What follows belongs to an exercise in optimizing a design on an open flow for small area, a short achievable clock period and few clock cycles per item; a production flow would make more cautious choices.
Only simulation tests tie the RTL to the original design; equivalence was not proved.
No activity file was given, so power comes from the tool's default toggle rates.

[flow/config.mk]
export PLATFORM = sky130hd
export DESIGN_NAME = JAM
export DESIGN_NICKNAME = JAM
export VERILOG_FILES = /design/flow/design.v
export SDC_FILE = /design/flow/constraint.sdc
export NUM_CORES = 4
export LEC_CHECK = 0
export ABC_AREA = 1
export CAP_MARGIN = 20
export CORE_MARGIN = 2
export CORE_UTILIZATION = 55
export PLACE_DENSITY = 0.7
export SETUP_SLACK_MARGIN = 5
export SLEW_MARGIN = 20
[flow/constraint.sdc]
create_clock -name core_clock -period 9.0 [get_ports {CLK}]
set_input_delay 1.8000 -clock core_clock [delete_from_list [all_inputs] [get_ports {CLK}]]
set_output_delay 1.8000 -clock core_clock [all_outputs]
set_load 0.01 [all_outputs]
[flow/design.v]
module JAM (
    input CLK,
    input RST,
    output reg [2:0] W,
    output reg [2:0] J,
    input [6:0] Cost,
    output reg [3:0] MatchCount,
    output reg [9:0] MinCost,
    output Valid
);
localparam S_COL = 4'd0, S_ROW = 4'd1, S_RK1 = 4'd2, S_RK2 = 4'd3,
           S_RK3 = 4'd4, S_INIT = 4'd5, S_SRCH = 4'd6, S_DRAIN = 4'd7,
           S_FIN = 4'd8, S_DONE = 4'd9;
localparam K_TRY = 2'd0, K_LEAF = 2'd1, K_RR = 2'd2, K_ZD = 2'd3;
reg  [3:0]  st;
reg  [3:0]  pst;          
reg  [5:0]  v [0:7];      
reg  [6:0]  u [0:7];      
reg  [2:0]  z [0:7];      
reg  [3:0]  key [0:6];    
reg  [2:0]  rank [0:7];   
reg  [6:0]  m1, m2;       
reg  [2:0]  z1;           
reg         cf;           
reg         rk;           
reg         rk2;          
reg  [2:0]  rrow;         
reg  [3:0]  nkey;         
reg  [2:0]  k;            
reg  [7:0]  used;         
reg  [1:0]  kind;
reg  [2:0]  jstk [0:6];   
reg  [6:0]  creg;
reg  [7:0]  uvreg;        
reg  [1:0]  pkind_up;
reg  [2:0]  pw, pj;
reg  [2:0]  pkup, prow_up, pnchild;
reg  [7:0]  pused_up;
reg  [1:0]  pkind;
reg         pvld;
reg  [9:0]  bud;          
integer i;
assign Valid = (st == S_DONE);
function [3:0] next_job;
    input [7:0] m;        
    input [2:0] zr;
    input [2:0] a;        
    input       first;    
    reg   [7:0] mz;
    integer n;
    begin
        mz = m | (8'd1 << zr);
        next_job = 4'd8;
        if (first && !m[zr]) next_job = {1'b0, zr};
        else
            for (n = 7; n >= 0; n = n - 1)
                if (!mz[n] && (first || a == zr || n > a)) next_job = n;
    end
endfunction
function [2:0] row_at;
    input [2:0] x;
    input [23:0] rv;
    integer n;
    begin
        row_at = 3'd0;
        for (n = 0; n < 8; n = n + 1)
            if (rv[3*n +: 3] == x) row_at = n;
    end
endfunction
wire [23:0] rkv = {rank[7], rank[6], rank[5], rank[4], rank[3], rank[2], rank[1], rank[0]};
wire [6:0] cmin = (pw == 3'd0 || creg < m1) ? creg : m1;
wire [6:0] cv = creg - uvreg[6:0];      
wire [5:0] m1s = (m1 > 7'd63) ? 6'd63 : m1[5:0];
wire [5:0] cmins = (cmin > 7'd63) ? 6'd63 : cmin[5:0];
wire       lt1 = cv < m1;
wire       lt2 = cv < m2;
wire       new1 = (pj == 3'd0) || lt1;
wire [6:0] gap = m2 - m1;
reg  [7:0] gt, ge;
always @(*) begin
    for (i = 0; i < 8; i = i + 1) begin
        gt[i] = (i < 7) && (i < rrow) && (nkey > key[i < 7 ? i : 0]);
        ge[i] = (i < 7) && (i < rrow) && !(nkey > key[i < 7 ? i : 0]);
    end
end
wire [2:0] nge = ge[0] + ge[1] + ge[2] + ge[3] + ge[4] + ge[5] + ge[6];
wire [6:0] r = creg - uvreg[6:0];       
wire       le = {3'd0, r} <= bud;
wire       lt = {3'd0, r} < bud;
wire       eq = {3'd0, r} == bud;
wire       push = pvld && (pkind == K_TRY) && le;
wire [2:0] kdn = k - 3'd1;
wire [2:0] row_dn = row_at(kdn, rkv);
wire [2:0] jdn = jstk[kdn];
wire [3:0] nsib = next_job(used, z[W], J, 1'b0);
wire       has_sib = (kind == K_TRY || kind == K_RR) && !nsib[3];
wire [2:0] kup = k + 3'd1;
wire [2:0] row_up = row_at(kup, rkv);
wire [7:0] used_up = used | (8'd1 << J);
wire [3:0] nchild = next_job(used_up, z[row_up], 3'd0, 1'b1);
wire [1:0] kind_up = (kup == 3'd7) ? K_LEAF :
                     (nchild[2:0] == z[row_up]) ? K_ZD : K_TRY;
wire [2:0] row_0 = row_at(3'd0, rkv);
reg [2:0] sk, sW, sJ;
reg [7:0] sused;
reg [1:0] skind;
reg [3:0] sst;
always @(*) begin
    sk = k; sused = used; sW = W; sJ = J; skind = kind; sst = st;
    if (st == S_DRAIN) begin
        sst = S_FIN;
    end else if (kind == K_ZD) begin
        sk = kup;
        sused = used_up;
        sW = row_up;
        sJ = nchild[2:0];
        skind = kind_up;
    end else if (has_sib) begin
        sJ = nsib[2:0];
        skind = K_TRY;
    end else if (k != 3'd0) begin
        sk = kdn;
        sused = used & ~(8'd1 << jdn);
        sW = row_dn;
        sJ = jdn;
        skind = K_RR;
    end else begin
        sst = S_DRAIN;
    end
end
always @(posedge CLK) begin
    creg <= Cost;
    uvreg <= ((st == S_ROW) ? 8'd0 : {1'b0, u[W]}) + {2'b0, v[J]};
    pkind_up <= kind_up;
    pw <= W;
    pj <= J;
    pkup <= kup;
    prow_up <= row_up;
    pnchild <= nchild[2:0];
    pused_up <= used_up;
    pkind <= kind;
    pst <= st;
    if (RST) begin
        st <= S_COL;
        pst <= S_DONE;
        W <= 3'd0;
        J <= 3'd0;
        MinCost <= 10'd0;
        MatchCount <= 4'd0;
        rk <= 1'b0;
        rk2 <= 1'b0;
        cf <= 1'b0;
        pvld <= 1'b0;
    end else begin
        rk <= 1'b0;
        cf <= 1'b0;
        if (pst == S_COL) begin
            m1 <= cmin;
            if (pw == 3'd7) begin
                v[pj] <= cmins;
                cf <= 1'b1;
            end
        end
        if (cf) MinCost <= MinCost + m1s;
        if (pst == S_ROW) begin
            if (new1) begin
                m1 <= cv;
                z1 <= pj;
            end
            m2 <= (pj == 3'd0) ? 7'd127 : lt1 ? m1 : lt2 ? cv : m2;
            if (pj == 3'd7) begin
                rk <= 1'b1;
                rrow <= pw;
            end
        end
        if (rk) begin
            u[rrow] <= m1;
            z[rrow] <= z1;
            MinCost <= MinCost + m1;
            nkey <= (gap > 7'd15) ? 4'd15 : gap[3:0];
        end
        rk2 <= rk;
        if (rk2) begin
            for (i = 0; i < 8; i = i + 1)
                if (gt[i]) rank[i] <= rank[i] + 3'd1;
            rank[rrow] <= nge;
            if (rrow != 3'd7) key[rrow] <= nkey;
        end
        if ((st == S_SRCH || st == S_DRAIN) && pvld) begin
            case (pkind)
            K_TRY:  if (le) bud <= bud - r;
            K_LEAF: if (lt) begin
                        bud <= {3'd0, r};
                        MatchCount <= 4'd1;
                    end else if (eq)
                        MatchCount <= MatchCount + 4'd1;
            K_RR:   bud <= bud + r;
            default: ;
            endcase
        end
        if (push) jstk[pkup - 3'd1] <= pj;
        else if (st == S_SRCH && kind == K_ZD) jstk[k] <= J;
        case (st)
        S_COL: begin
            W <= W + 3'd1;
            if (W == 3'd7) begin
                J <= J + 3'd1;
                if (J == 3'd7) st <= S_ROW;
            end
        end
        S_ROW: begin
            J <= J + 3'd1;
            if (J == 3'd7) begin
                W <= W + 3'd1;
                if (W == 3'd7) st <= S_RK1;
            end
        end
        S_RK1: st <= S_RK2;
        S_RK2: st <= S_RK3;
        S_RK3: st <= S_INIT;
        S_INIT: begin
            st <= S_SRCH;
            W <= row_0;
            J <= z[row_0];
            k <= 3'd0;
            used <= 8'd0;
            kind <= K_ZD;
            bud <= 10'd1023;
            MatchCount <= 4'd0;
            pvld <= 1'b0;
        end
        S_SRCH, S_DRAIN: begin
            if (push) begin
                k <= pkup;
                used <= pused_up;
                W <= prow_up;
                J <= pnchild;
                kind <= pkind_up;
                pvld <= 1'b0;
                st <= S_SRCH;
            end else begin
                k <= sk;
                used <= sused;
                W <= sW;
                J <= sJ;
                kind <= skind;
                pvld <= 1'b1;
                st <= sst;
            end
        end
        S_FIN: begin
            MinCost <= MinCost + bud;
            st <= S_DONE;
        end
        default: ;
        endcase
    end
end
endmodule
[flow/run.sh]
#!/bin/bash
# synth_recipe.tcl (not shown) runs the flow's synth.tcl, then flattens the netlist and writes it again
# the make line also repeats each setting of config.mk as NAME=value (left out here)
make -C /OpenROAD-flow-scripts/flow DESIGN_CONFIG=/design/flow/config.mk WORK_HOME=/design/flow/orfs CLKGATE_MAP_FILE= SYNTH_SCRIPT=/design/flow/synth_recipe.tcl finish
==> out/metrics.yaml, run 1 <==
outcome: "no timing/DRC/antenna violations"
row_count: 66
gr-usage-met1_pct: 40.7
wl_per_cell_microns: 19.4
die_w_microns: 185
critical_path_class: "reg -> reg"
async_flop_share_pct: 0
cp_max_fo: 6
hold_viol_final: 0
whs_endpoint: "pkind[1]"
max_freq_ghz: 0.241
cts_root_buffer: "clkbuf_16"
grt_usage_pct: 29.0
grt_pass1_wl_microns: 76500
min_period_ns: 4.15
tns_ns: 0
busiest_layer: "met2"
grt_pass1_vias: 14200
drive_gt1_share_pct: 15.0
gr-usage-met3_pct: 4.38
clk_latency_ns: 0.53
rsz0062_at_grt: "true"
vias: 15100
synth_nets: 2163
crit_path_end_kind: "flip-flop"
fillers: 2583
maxSlewViolCount: 0
power_density_nw_per_um2: 189
ir_worst_vdd_mv: 0.167
grt_use_met2_pct: 46.5
tightest_slew_ns: 1.05
antenna_found_initial: 0
grt_max_degree: 42
synth_cells: 2027
synth_cell_types: 62
drt_first_pass_iters: 6
max-cap-violations: 0
clk_path_buf_depth: 3
routabilityCongestion: 0.939
areaGrowthSynthToFinish_pct: 18.7
fin_util_pct: 66.2
die_y_microns: 185
htreeDepth: 2
synth_top_flop_cell: "edfxtp_1"
final_cell_mix: "nand2_1 (370), edfxtp_1 (245), inv_1 (232)"
r2r_cells: 23
regArea_sq_um: 8940
layout_commonest_cell: "nand2_1"
initialDrtViolationCount: 1587
hold_path_depth: 0
finClkSkew_ns: 0.0216
vias_per_cell: 5.79
finalCritPeriodShare_pct: 46.1
fp.coreArea_sq_um: 32500
start_util_pct: 55.8
ioPinCount: 30
crit_arrival_ns: 4.36
nNetsFinal: 2273
startpoint_type: "flip-flop"
r2r_slack_ns: 4.85
n_antenna_cell: 0
yosysSeqAreaShare_pct: 49.4
yosys_warnings: 1
multi_input_comb_area_sq_um: 8700
clock_sinks: 324
hp-start: "kind[1]"
p_leak_nw: 8.89
min_path_type: "reg -> reg"
setup_viol: 0
cts_buffers: 36
clk_pin_slew_ns: 0.06
cts_tree: "built"
syn_area_sq_um: 18100
port-buffer-count: 29
maxSlewHeadroom_pct: 29.4
regToRegStartpoint: "creg[0]"
cts_hold_buf: 0
drc_errors: 0
p_total_mw: 4.06
syn_avg_cell_area_sq_um: 8.93
timing.rr.end: "jstk[6][0]"
ys_ff_latch: 324
dieArea_sq_um: 34400
ant_nets: 0
overflow: 0
cp.required_ns: 9.20
wirelength_microns: 50700
hpwl_microns: 35500
synth_edf_count: 245
[stage by stage]
step,area [sq um],hold WS (ns),instances,setup WS [ns]
3_5_place_dp,19000,0.375,2463,3.65
6_report,21500,0.384,2607,4.85
4_1_cts,20600,0.382,2556,4.89
3_3_place_gp,19000,0.384,2463,3.85
2_1_floorplan,18300,0.348,2027,4.86
5_1_grt,21500,0.393,2607,4.62
[cell families after synthesis]
| logic type | Yosys count | share of synthesized area (%) |
|---|---|---|
| xor gates and xnor gates | 47 | 2.36 |
| buffers and inverters | 316 | 6.80 |
| DFF | 324 | 49.4 |
| adders and majority gates | 127 | 9.19 |
| AOI/OAI and AO/OA | 436 | 13.9 |
| and+or+nand+nor | 777 | 18.3 |
[sequential cells by signal (all words and copies together), names as in the netlist, 4 cells and up, named ones only]
register / count
u: 56
v: 48
key: 28
z: 24
jstk: 21
rank: 21
MinCost: 10
bud: 10
pused_up: 8
used: 8
creg: 7
m1: 7
m2: 7
uvreg: 7
MatchCount: 4
nkey: 4
pst: 4
st: 4
[power by group]
| group | switching, mW | total (mW) | internal [mW] | leakage, nW |
|---|---|---|---|---|
| clock | 0.607 | 1.48 | 0.872 | 0.579 |
| combinational | 0.555 | 0.888 | 0.333 | 5.44 |
| sequential | 0.0327 | 1.69 | 1.66 | 2.87 |
| total | 1.20 | 4.06 | 2.86 | 8.89 |
[cells in the mapped netlist (8+ instances only)]
master	n	share of area, %
o22ai_1	12	0.41
nor3_1	31	0.86
o21ai_1	8	0.22
xor2_1	27	1.3
inv_1	251	5.2
nand3_1	101	2.8
ha_1	117	8.1
nand3_2	9	0.50
o211ai_1	26	1.1
clkbuf_1	37	0.77
o221ai_1	13	0.63
fa_1	10	1.1
o21bai_1	13	0.54
nand2_2	11	0.38
nor2_1	206	4.3
dfxtp_1	79	8.7
nand2_1	383	7.9
o21ai_0	172	4.8
edfxtp_1	245	41
xnor2_1	18	0.87
inv_2	12	0.25
a31oi_1	21	0.73
a21oi_1	132	3.6
[cell type report]
type                            count  share of cell area [%]
Inverter                          268                    5.01
Multi-Input combinational cell   1391                    40.5
Sequential cell                   324                    41.6
Clock buffer                       46                    4.61
Clock inverter                     20                   0.920
Tap cell                          442                    2.57
Timing Repair inverter              2                  0.0757
Timing Repair Buffer              114                    4.73
[critical path, cell delays in order, from the launching register on]
cell	delay, ns
dfxtp_1	0.30
inv_2	0.06
ha_4	0.12
inv_2	0.04
fa_2	0.34
a21oi_2	0.15
nor2_2	0.06
o21ai_2	0.12
nand2_1	0.08
a21oi_2	0.17
xor2_2	0.19
inv_2	0.08
ha_4	0.30
nor4_4	0.05
a2111oi_4	0.40
nand3_2	0.16
nand2_4	0.15
inv_12	0.05
nor3_4	0.11
buf_6	0.17
nand2_4	0.11
a21oi_4	0.22
clkinv_4	0.13
nor3_4	0.25
[worst max path at each step]
stage,start,endpoint
after floorplan,creg[0],jstk[4][0]
after global placement,creg[2],used[7]
after detailed placement,creg[2],used[7]
after CTS,creg[0],W[2]
after global routing,creg[0],jstk[3][1]
final,creg[0],jstk[6][0]
[repair_timing]
item                                    CTS  global route
pin swaps                                23            33
buffers inserted                         24            48
endpoints found under the setup margin  121           122
resized for setup                        64            93
gates cloned                              3             3
[layer usage]
layer,wire length [microns],vias up
met5,0,-
met3,3910,110
met1,22000,7178
met4,1570,0
met2,23200,629
li1,-,7179
Testbench counts, summed over its fixed seeds: cycles 3,636, jobs 12.
==> run 2: changes to the inputs <==
--- a/flow/design.v
+++ b/flow/design.v
@@ -12,8 +12,8 @@
            S_RK3 = 4'd4, S_INIT = 4'd5, S_SRCH = 4'd6, S_DRAIN = 4'd7,
            S_FIN = 4'd8, S_DONE = 4'd9;
-localparam K_TRY = 2'd0, K_LEAF = 2'd1, K_RR = 2'd2, K_ZD = 2'd3;
+localparam K_TRY = 3'd0, K_LEAF = 3'd1, K_RR = 3'd2, K_ZD = 3'd3, K_POP = 3'd4;
 reg  [3:0]  st;
 reg  [3:0]  pst;          
-reg  [5:0]  v [0:7];      
+reg  [6:0]  v [0:7];      
 reg  [6:0]  u [0:7];      
 reg  [2:0]  z [0:7];      
@@ -29,13 +29,13 @@
 reg  [2:0]  k;            
 reg  [7:0]  used;         
-reg  [1:0]  kind;
+reg  [2:0]  kind;
 reg  [2:0]  jstk [0:6];   
 reg  [6:0]  creg;
 reg  [7:0]  uvreg;        
-reg  [1:0]  pkind_up;
 reg  [2:0]  pw, pj;
 reg  [2:0]  pkup, prow_up, pnchild;
 reg  [7:0]  pused_up;
-reg  [1:0]  pkind;
+reg  [2:0]  pkind;
+reg  [2:0]  pkind_up;
 reg         pvld;
 reg  [9:0]  bud;          
@@ -71,6 +71,4 @@
 wire [6:0] cmin = (pw == 3'd0 || creg < m1) ? creg : m1;
 wire [6:0] cv = creg - uvreg[6:0];      
-wire [5:0] m1s = (m1 > 7'd63) ? 6'd63 : m1[5:0];
-wire [5:0] cmins = (cmin > 7'd63) ? 6'd63 : cmin[5:0];
 wire       lt1 = cv < m1;
 wire       lt2 = cv < m2;
@@ -95,14 +93,21 @@
 wire [3:0] nsib = next_job(used, z[W], J, 1'b0);
 wire       has_sib = (kind == K_TRY || kind == K_RR) && !nsib[3];
+wire       zdn = (jdn == z[row_dn]);    
+reg  [3:0] low_free;                    
+always @(*) begin
+    low_free = 4'd8;
+    for (i = 7; i >= 0; i = i - 1)
+        if (!used[i]) low_free = i;
+end
 wire [2:0] kup = k + 3'd1;
 wire [2:0] row_up = row_at(kup, rkv);
 wire [7:0] used_up = used | (8'd1 << J);
 wire [3:0] nchild = next_job(used_up, z[row_up], 3'd0, 1'b1);
-wire [1:0] kind_up = (kup == 3'd7) ? K_LEAF :
+wire [2:0] kind_up = (kup == 3'd7) ? K_LEAF :
                      (nchild[2:0] == z[row_up]) ? K_ZD : K_TRY;
 wire [2:0] row_0 = row_at(3'd0, rkv);
 reg [2:0] sk, sW, sJ;
 reg [7:0] sused;
-reg [1:0] skind;
+reg [2:0] skind;
 reg [3:0] sst;
 always @(*) begin
@@ -123,6 +128,13 @@
         sused = used & ~(8'd1 << jdn);
         sW = row_dn;
-        sJ = jdn;
-        skind = K_RR;
+        if (!zdn) begin
+            sJ = jdn;
+            skind = K_RR;
+        end else if (!low_free[3]) begin
+            sJ = low_free[2:0];
+            skind = K_TRY;
+        end else begin
+            skind = K_POP;
+        end
     end else begin
         sst = S_DRAIN;
@@ -131,6 +143,5 @@
 always @(posedge CLK) begin
     creg <= Cost;
-    uvreg <= ((st == S_ROW) ? 8'd0 : {1'b0, u[W]}) + {2'b0, v[J]};
-    pkind_up <= kind_up;
+    uvreg <= ((st == S_ROW) ? 8'd0 : {1'b0, u[W]}) + {1'b0, v[J]};
     pw <= W;
     pj <= J;
@@ -138,4 +149,5 @@
     prow_up <= row_up;
     pnchild <= nchild[2:0];
+    pkind_up <= kind_up;
     pused_up <= used_up;
     pkind <= kind;
@@ -158,9 +170,9 @@
             m1 <= cmin;
             if (pw == 3'd7) begin
-                v[pj] <= cmins;
+                v[pj] <= cmin;
                 cf <= 1'b1;
             end
         end
-        if (cf) MinCost <= MinCost + m1s;
+        if (cf) MinCost <= MinCost + m1;
         if (pst == S_ROW) begin
             if (new1) begin
--- a/flow/config.mk
+++ b/flow/config.mk
@@ -6,9 +6,9 @@
 export NUM_CORES = 4
 export LEC_CHECK = 0
-export ABC_AREA = 1
+export ABC_CLOCK_PERIOD_IN_PS = 3500
 export CAP_MARGIN = 20
 export CORE_MARGIN = 2
-export CORE_UTILIZATION = 55
-export PLACE_DENSITY = 0.7
+export CORE_UTILIZATION = 40
+export PLACE_DENSITY = 0.6
 export SETUP_SLACK_MARGIN = 5
 export SLEW_MARGIN = 20
==> run 2 against run 1 <==
Effect of this change: still clean on timing, DRC and antenna; worst hold slack improved by 0.076 ns; clock skew increased by 0.0051 ns; maximum frequency decreased by 5.2%; via count decreased by 5.7%; final area increased by 8.1%; clock-buffer cell count increased by 2; critical path type unchanged.
==> out/metrics.yaml, run 2 <==
drc_errors: 0  # unchanged
clk_pin_slew_ns: 0.06  # about the same
cts_buffers: 38  # +5.6%
synth_cell_types: 94  # +52%
synth_edf_count: 254  # +3.7%
overflow: 0  # unchanged
ys_ff_latch: 334  # +3.1%
max-cap-violations: 0  # unchanged
synth_cells: 1702  # -16%
tightest_slew_ns: 0.993  # -0.0581 ns
p_leak_nw: 8.61  # -3.1%
synth_top_cell_by_area: "edfxtp_1"
setup_viol: 0  # unchanged
hold_path_depth: 0  # unchanged
power_density_nw_per_um2: 179  # -5.2%
startpoint_type: "flip-flop"
synth_nets: 1835  # -15%
fin_util_pct: 49.7  # -17 points
antenna_found_initial: 0  # unchanged
yosys-top-cells-area: "edfxtp_1 (40%), dfxtp_1 (8.4%), ha_1 (7.5%)"
gr-usage-met1_pct: 28.8  # -12 points
instances_no_fill: 2470  # -5.3%
ir_worst_vdd_mv: 0.253  # +52%
row_count: 79  # +20%
crit_arrival_ns: 4.77  # +0.41 ns
cp_common_cell: "buf_4"
critical_path_class: "reg -> reg"
grt_pass1_wl_microns: 81800  # +6.9%
cp_slowest_cell: "edfxtp_1"
vias_per_cell: 5.76  # -0.48%
nNetsFinal: 1969  # -13%
hold_viol_final: 0  # unchanged
areaGrowthSynthToFinish_pct: 22.0
crit_chain: "ha_4 -> xnor2_4 -> inv_2 -> nor4_4 -> nor3_4 -> buf_4 -> mux2i_1 -> o31ai_4 -> mux2i_4 -> buf_4 -> a2111oi_4 -> a211oi_2 -> a211o_1 -> a21boi_1 -> a21oi_2 -> o2111ai_2 -> a31oi_1"
p_total_mw: 4.16  # +2.4%
ioPinCount: 30  # unchanged
r2r_slack_ns: 4.62  # -0.23 ns
regToRegStartpoint: "k[1]"
yosysMostFrequentCell: "edfxtp_1"
maxSlewHeadroom_pct: 33.3  # +3.9 points
port-buffer-count: 29  # unchanged
tns_ns: 0  # unchanged
outcome: "no timing/DRC/antenna violations"
die_y_microns: 222  # +20%
multi_input_comb_area_sq_um: 10100  # +16%
drt_first_pass_iters: 7  # +1
fp.coreArea_sq_um: 46800  # +44%
initialDrtViolationCount: 1154  # -27%
dieArea_sq_um: 49400  # +44%
yosys_warnings: 1  # unchanged
die_w_microns: 222  # +20%
syn_avg_cell_area_sq_um: 11.2  # +25%
hp-start: "W[1]"
n_antenna_cell: 0  # unchanged
cp_max_fo: 9  # +3
start_util_pct: 40.7  # -15 points
cts_root_buffer: "clkbuf_16"
maxSlewViolCount: 0  # unchanged
min_path_type: "reg -> reg"
synth_top_area_share_pct: 40.1  # -0.58 points
wirelength_microns: 53000  # +4.5%
regArea_sq_um: 9240  # +3.3%
critPathMaxStageDelay_ns: 0.52  # +0.12 ns
grt_pass1_vias: 14000  # -0.90%
vias: 14200  # -5.7%
clock_sinks: 334  # +3.1%
wl_per_cell_microns: 21.5  # +10%
routabilityCongestion: 0.885  # -5.8%
cp_num_buf_inv: 3  # -3
min_period_ns: 4.38  # +0.228 ns
final_cell_mix: "edfxtp_1 (254), nand2_1 (125), nor2_1 (111)"
syn_area_sq_um: 19000  # +5.2%
cts_tree: "built"
layout_commonest_cell: "edfxtp_1"
r2r_cells: 17  # -26%
drive_gt1_share_pct: 23.0  # +8.0 points
reg_top3: "u: 56 flops, v: 56 flops, key: 28 flops"
finalCritPeriodShare_pct: 48.7  # +2.5 points
cp.required_ns: 9.39  # +0.19 ns
grt_max_degree: 35  # -17%
async_flop_share_pct: 0  # unchanged
whs_endpoint: "pw[1]"
max_freq_ghz: 0.228  # -5.2%
ys_top_cells_by_count: "edfxtp_1 (254), nand2_1 (131), a21oi_1 (124), nor2_1 (120), inv_1 (116)"
htreeDepth: 2  # unchanged
dpl.cell_count: 2299  # -6.7%
synth_top_flop_cell: "edfxtp_1"
busiest_layer: "met2"
rsz0062_at_grt: "true"
clk_path_buf_depth: 3  # unchanged
cts_hold_buf: 0  # unchanged
timing.rr.end: "kind[1]"
ant_nets: 0  # unchanged
gr-usage-met3_pct: 2.98  # -1.4 points
hold_slack_ns: 0.460  # +0.0761 ns
critical-path-top-delay-family: "compound AO/OA/AOI/OAI gates"
yosysSeqAreaShare_pct: 48.5  # -0.91 points
grt_usage_pct: 21.3  # -7.7 points
grt_use_met2_pct: 34.4  # -12 points
clk_latency_ns: 0.56  # +0.03 ns
finClkSkew_ns: 0.0267  # +0.00513 ns
crit_path_end_kind: "flip-flop"
fillers: 4126  # +60%
hpwl_microns: 35800  # +0.77%
==> run 2: changes by cell type after synthesis, sizes merged, moves of 31 or more <==
cell   change
mux4      +37
nor2b     +31
mux2i     +51
inv      -147
nor2      -91
nand2    -270
o21ai     -97
mux2      +32
nand3     -83
==> run 2: worst reg2reg max path: stages (launching register included) <==
cell,delay (ns)
edfxtp_1,0.52
ha_4,0.28
xnor2_4,0.21
inv_2,0.17
nor4_4,0.44
nor3_4,0.08
buf_4,0.17
mux2i_1,0.16
o31ai_4,0.32
mux2i_4,0.17
buf_4,0.19
a2111oi_4,0.29
a211oi_2,0.09
a211o_1,0.34
a21boi_1,0.18
a21oi_2,0.19
o2111ai_2,0.18
a31oi_1,0.24
==> run 2: worst max path at each step <==
stage	startpoint	end	slack (ns)	cells past startpoint
5_1_grt	k[1]	kind[1]	4.48	16
4_1_cts	k[1]	kind[1]	4.74	17
2_1_floorplan	k[0]	kind[0]	4.97	21
3_5_place_dp	creg[0]	jstk[0][1]	3.90	17
3_3_place_gp	k[0]	flip-flop	3.80	15
6_report	k[1]	kind[1]	4.62	17
==> run 2: final cells by class <==
cell class                      count  area share (%)
Clock buffer                       48            4.35
Clock inverter                     19           0.980
Inverter                          119            1.99
Multi-Input combinational cell   1185            43.6
Sequential cell                   334            39.8
Tap cell                          607            3.27
Timing Repair Buffer              158            6.09
==> run 2: routing by layer <==
layer / share of wire, % / up-vias
li1: - / 6614
met3: 5.1 / 109
met1: 44 / 7080
met5: 0 / -
met4: 4.0 / 0
met2: 47 / 431
==> run 2: metrics by stage <==
| stage | setup WS [ns] | cell area, sq um |
|---|---|---|
| 3_3_place_gp | 3.80 | 20200 |
| 5_1_grt | 4.48 | 23200 |
| 2_1_floorplan | 4.97 | 19200 |
| 3_5_place_dp | 3.90 | 20200 |
| 4_1_cts | 4.74 | 22900 |
| 6_report | 4.62 | 23200 |
==> run 2: what timing repair did <==
item	4_1_cts	5_1_grt
pin swaps	69	17
resized for setup	155	43
setup endpoints to repair	122	96
gates cloned	2	0
buffers inserted	90	11
==> run 2: power by group <==
part	total [mW]	internal [mW]	switching, mW
Combinational	0.846	0.393	0.453
Clock	1.57	0.939	0.635
Sequential	1.74	1.70	0.0334
==> run 2: cells by family after synthesis <==
group           after synthesis  synth area share, %
flops                       334                 48.5
simple gates                447                 11.6
buf+inv                     184                 4.09
compound gates              424                 14.6
xor+xnor                     69                 3.71
fa+ha+maj                   124                 8.54
mux                         120                 8.97
Testbench counts of run 2, summed over its fixed seeds: cycles 3,487, jobs 12.
==> run 3: changes to the inputs <==
--- a/flow/config.mk
+++ b/flow/config.mk
@@ -6,9 +6,9 @@
 export NUM_CORES = 4
 export LEC_CHECK = 0
-export ABC_CLOCK_PERIOD_IN_PS = 3500
+export ABC_AREA = 1
 export CAP_MARGIN = 20
 export CORE_MARGIN = 2
-export CORE_UTILIZATION = 40
-export PLACE_DENSITY = 0.6
+export CORE_UTILIZATION = 55
+export PLACE_DENSITY = 0.7
 export SETUP_SLACK_MARGIN = 5
 export SLEW_MARGIN = 20
==> run 3 against run 2 <==
Effect of this change: still clean; register-to-register slack better by 0.07 ns; worst hold slack worse by 0.069 ns; first-iteration DRC count grew 23%; cell count up 9.4%; global-route usage up 7.9 points; core utilization is 17 points higher; synthesized cell count grew 25%; die area decreased by 27%; critical endpoint is now J[2]; largest power group unchanged.
==> out/metrics.yaml, run 3 <==
syn_avg_cell_area_sq_um: 8.87  # -21%
tightest_slew_ns: 0.968  # -0.0253 ns
grt_max_degree: 49  # +40%
clk_latency_ns: 0.54  # -0.02 ns
drt_first_pass_iters: 5  # -2
syn_area_sq_um: 18900  # -0.89%
htreeDepth: 2  # unchanged
port-buffer-count: 29  # unchanged
synth_top_area_share_pct: 40.4  # +0.36 points
crit_arrival_ns: 4.71  # -0.06 ns
synth_top_cell_by_area: "edfxtp_1"
min_period_ns: 4.31  # -0.0702 ns
async_flop_share_pct: 0  # unchanged
finalCritPeriodShare_pct: 47.9  # -0.78 points
yosysMostFrequentCell: "nand2_1"
synth_top_flop_cell: "edfxtp_1"
ys_ff_latch: 334  # unchanged
startpoint_type: "flip-flop"
yosys-top-cells-area: "edfxtp_1 (40%), dfxtp_1 (8.5%), nand2_1 (8.0%)"
nNetsFinal: 2357  # +20%
wl_per_cell_microns: 19.5  # -9.2%
wirelength_microns: 52600  # -0.76%
dpl.cell_count: 2573  # +12%
hpwl_microns: 37100  # +3.5%
hold_viol_final: 0  # unchanged
fin_util_pct: 66.3  # +17 points
areaGrowthSynthToFinish_pct: 18.1
cp.required_ns: 9.40  # about the same
vias: 15800  # +11%
grt_pass1_vias: 15100  # +7.5%
initialDrtViolationCount: 1423  # +23%
cp_max_fo: 5  # -4
die_y_microns: 189  # -15%
dieArea_sq_um: 35800  # -27%
cp_slowest_cell: "dfxtp_2"
synth_cell_types: 62  # -34%
critical_path_class: "reg -> reg"
outcome: "no timing/DRC/antenna violations"
start_util_pct: 56.1  # +15 points
instances_no_fill: 2701  # +9.4%
ant_nets: 0  # unchanged
yosys_warnings: 1  # unchanged
synth_edf_count: 254  # unchanged
p_leak_nw: 9.32  # +8.3%
critPathMaxStageDelay_ns: 0.34  # -0.18 ns
synth_cells: 2128  # +25%
maxSlewHeadroom_pct: 35.0  # +1.7 points
n_antenna_cell: 0  # unchanged
overflow: 0  # unchanged
synth_nets: 2261  # +23%
rsz0062_at_grt: "true"
min_path_type: "reg -> reg"
drive_gt1_share_pct: 14.7  # -8.3 points
max_freq_ghz: 0.232  # +1.6%
drc_errors: 0  # unchanged
cts_buffers: 37  # -2.6%
crit_path_end_kind: "flip-flop"
grt_usage_pct: 29.2  # +7.9 points
routabilityCongestion: 0.979  # +11%
fp.coreArea_sq_um: 33600  # -28%
power_density_nw_per_um2: 193  # +7.8%
reg_top3: "u: 56 flops, v: 56 flops, key: 28 flops"
vias_per_cell: 5.85  # +1.5%
setup_viol: 0  # unchanged
cts_tree: "built"
die_w_microns: 189  # -15%
ioPinCount: 30  # unchanged
ir_worst_vdd_mv: 0.172  # -32%
row_count: 67  # -15%
layout_commonest_cell: "nand2_1"
max-cap-violations: 0  # unchanged
grt_pass1_wl_microns: 82200  # +0.44%
cts_root_buffer: "clkbuf_16"
clk_path_buf_depth: 3  # unchanged
antenna_found_initial: 0  # unchanged
ys_top_cells_by_count: "nand2_1 (400), inv_1 (280), edfxtp_1 (254), nor2_1 (193), o21ai_0 (171)"
final_cell_mix: "nand2_1 (388), inv_1 (264), edfxtp_1 (254)"
yosysSeqAreaShare_pct: 48.9  # +0.44 points
tns_ns: 0  # unchanged
clk_pin_slew_ns: 0.07  # about the same
maxSlewViolCount: 0  # unchanged
finClkSkew_ns: 0.0270  # +0.000331 ns
clock_sinks: 334  # unchanged
run 3: cell types whose count changed in the layout (fill, tap and decap cells not counted), moves of 24 or more:
cell      before  now
buf_4        110   57
inv_1        108  264
mux2_2        27    0
mux2i_1       45    1
mux4_2        37    0
nand2_1      125  388
nand2b_1      24    0
nand3_1       22  127
nor2_1       111  170
nor2b_1       31    0
o21ai_0       67  147
run 3: layout make-up:
type                    count  area [sq um]
fillers                  2615         11300
flip-flops and latches    334          9240
multi-input cells        1448          9000
inverters                 296          1140
repair buffers            107          1020
clock buffers              42           965
well taps                 448           561
clock inverters            26           353
run 3: layer usage:
metal	GRT usage, %	wire length [microns]	share of wire, %
met1	40.8	22600	43
met2	47.6	24500	47
met3	4.60	4050	7.7
met4	7.96	1430	2.7
met5	0	0	0
run 3: through the flow:
step	area [sq um]	hold WS, ns	setup WS, ns	total power [mW]
floorplan	19000	0.349	4.97	2.36
global placement	19800	0.381	3.87	2.54
detailed placement	19800	0.378	3.83	2.56
CTS	21600	0.395	4.80	4.25
global route	22300	0.407	4.55	4.49
finish	22300	0.392	4.69	4.30
run 3: timing repair:
| action | in CTS | in global routing |
|---|---|---|
| hold buffers | 0 | 0 |
| resized for setup | 68 | 94 |
| setup endpoints to repair | 186 | 185 |
| gates cloned | 1 | 1 |
| setup buffers | 35 | 23 |
| pin swaps | 31 | 36 |
run 3: critical path: cells and delay by family, from the launching register on:
kind / cells / cell delay [ns]
adder cells (fa/ha/maj): 3 / 0.76
flip-flops: 1 / 0.34
AO/OA/AOI/OAI: 6 / 0.84
XOR/XNOR: 1 / 0.17
AND/OR/NAND/NOR: 11 / 1.15
buffers and inverters: 9 / 0.91
run 3: final timing paths:
kind / start / endpoint / slack [ns] / cells after the start
min: kind[1] / pkind[1] / 0.39 / 0
max: creg[0] / J[2] / 4.69 / 30
max reg2reg: creg[0] / J[2] / 4.69 / 30
min reg2reg: kind[1] / pkind[1] / 0.39 / 0
run 3: report_power, final:
group          total, mW  internal (mW)  leakage [nW]  switching (mW)
sequential          1.75           1.71          2.96          0.0348
combinational      0.915          0.345          5.72           0.571
clock               1.63          0.985         0.644           0.648
total               4.30           3.04          9.32            1.25
run 3: cell families (layout without fill, tap and decap cells):
logic type | Yosys count | in the layout | share of synthesized area [%]
AO/OA/AOI/OAI | 446 | 446 | 13.7
buffers and inverters | 346 | 471 | 7.20
adder cells (fa/ha/maj) | 124 | 124 | 8.62
XOR/XNOR | 48 | 48 | 2.27
flip-flops | 334 | 334 | 48.9
multiplexers | 1 | 1 | 0.0531
AND/OR/NAND/NOR | 829 | 829 | 19.3

==> port drivers added, routing unchanged <==
The results above use ideal ports. As a check the final layouts listed here were re-extracted and re-timed, cells and wires unchanged. Step 1 (the two cells are an assumption about what drives the block):
set clk [get_ports {CLK}]
set_driving_cell -lib_cell sky130_fd_sc_hd__clkbuf_16 $clk
set_driving_cell -lib_cell sky130_fd_sc_hd__buf_2 [delete_from_list [all_inputs] $clk]
Step 2 times the ports against the registers' clock, not the clock port: input delays grow and output delays shrink by t, the midpoint of the rising clock arrivals with the driver on. a / b / c = ideal / step 1 / step 2; a / b = the first two.
run | t (ns) | setup WS [ns] | worst setup path at the end | worst register clock-pin slew, ns | cell pins on the clock port's net
run 1 | 0.577 | 4.848 / 4.848 / 4.316 | input to register | 0.07 / 0.07 | 1
run 2 | 0.601 | 4.620 / 4.620 / 4.620 | register to register | 0.06 / 0.06 | 1
run 3 | 0.581 | 4.690 / 4.690 / 4.541 | input to register | 0.07 / 0.07 | 1
After both steps setup and hold are still met in every run listed. For run 1, which loses most, drivers alone change the setup slack by 0.000 ns; drivers and shift together by -0.532 ns.
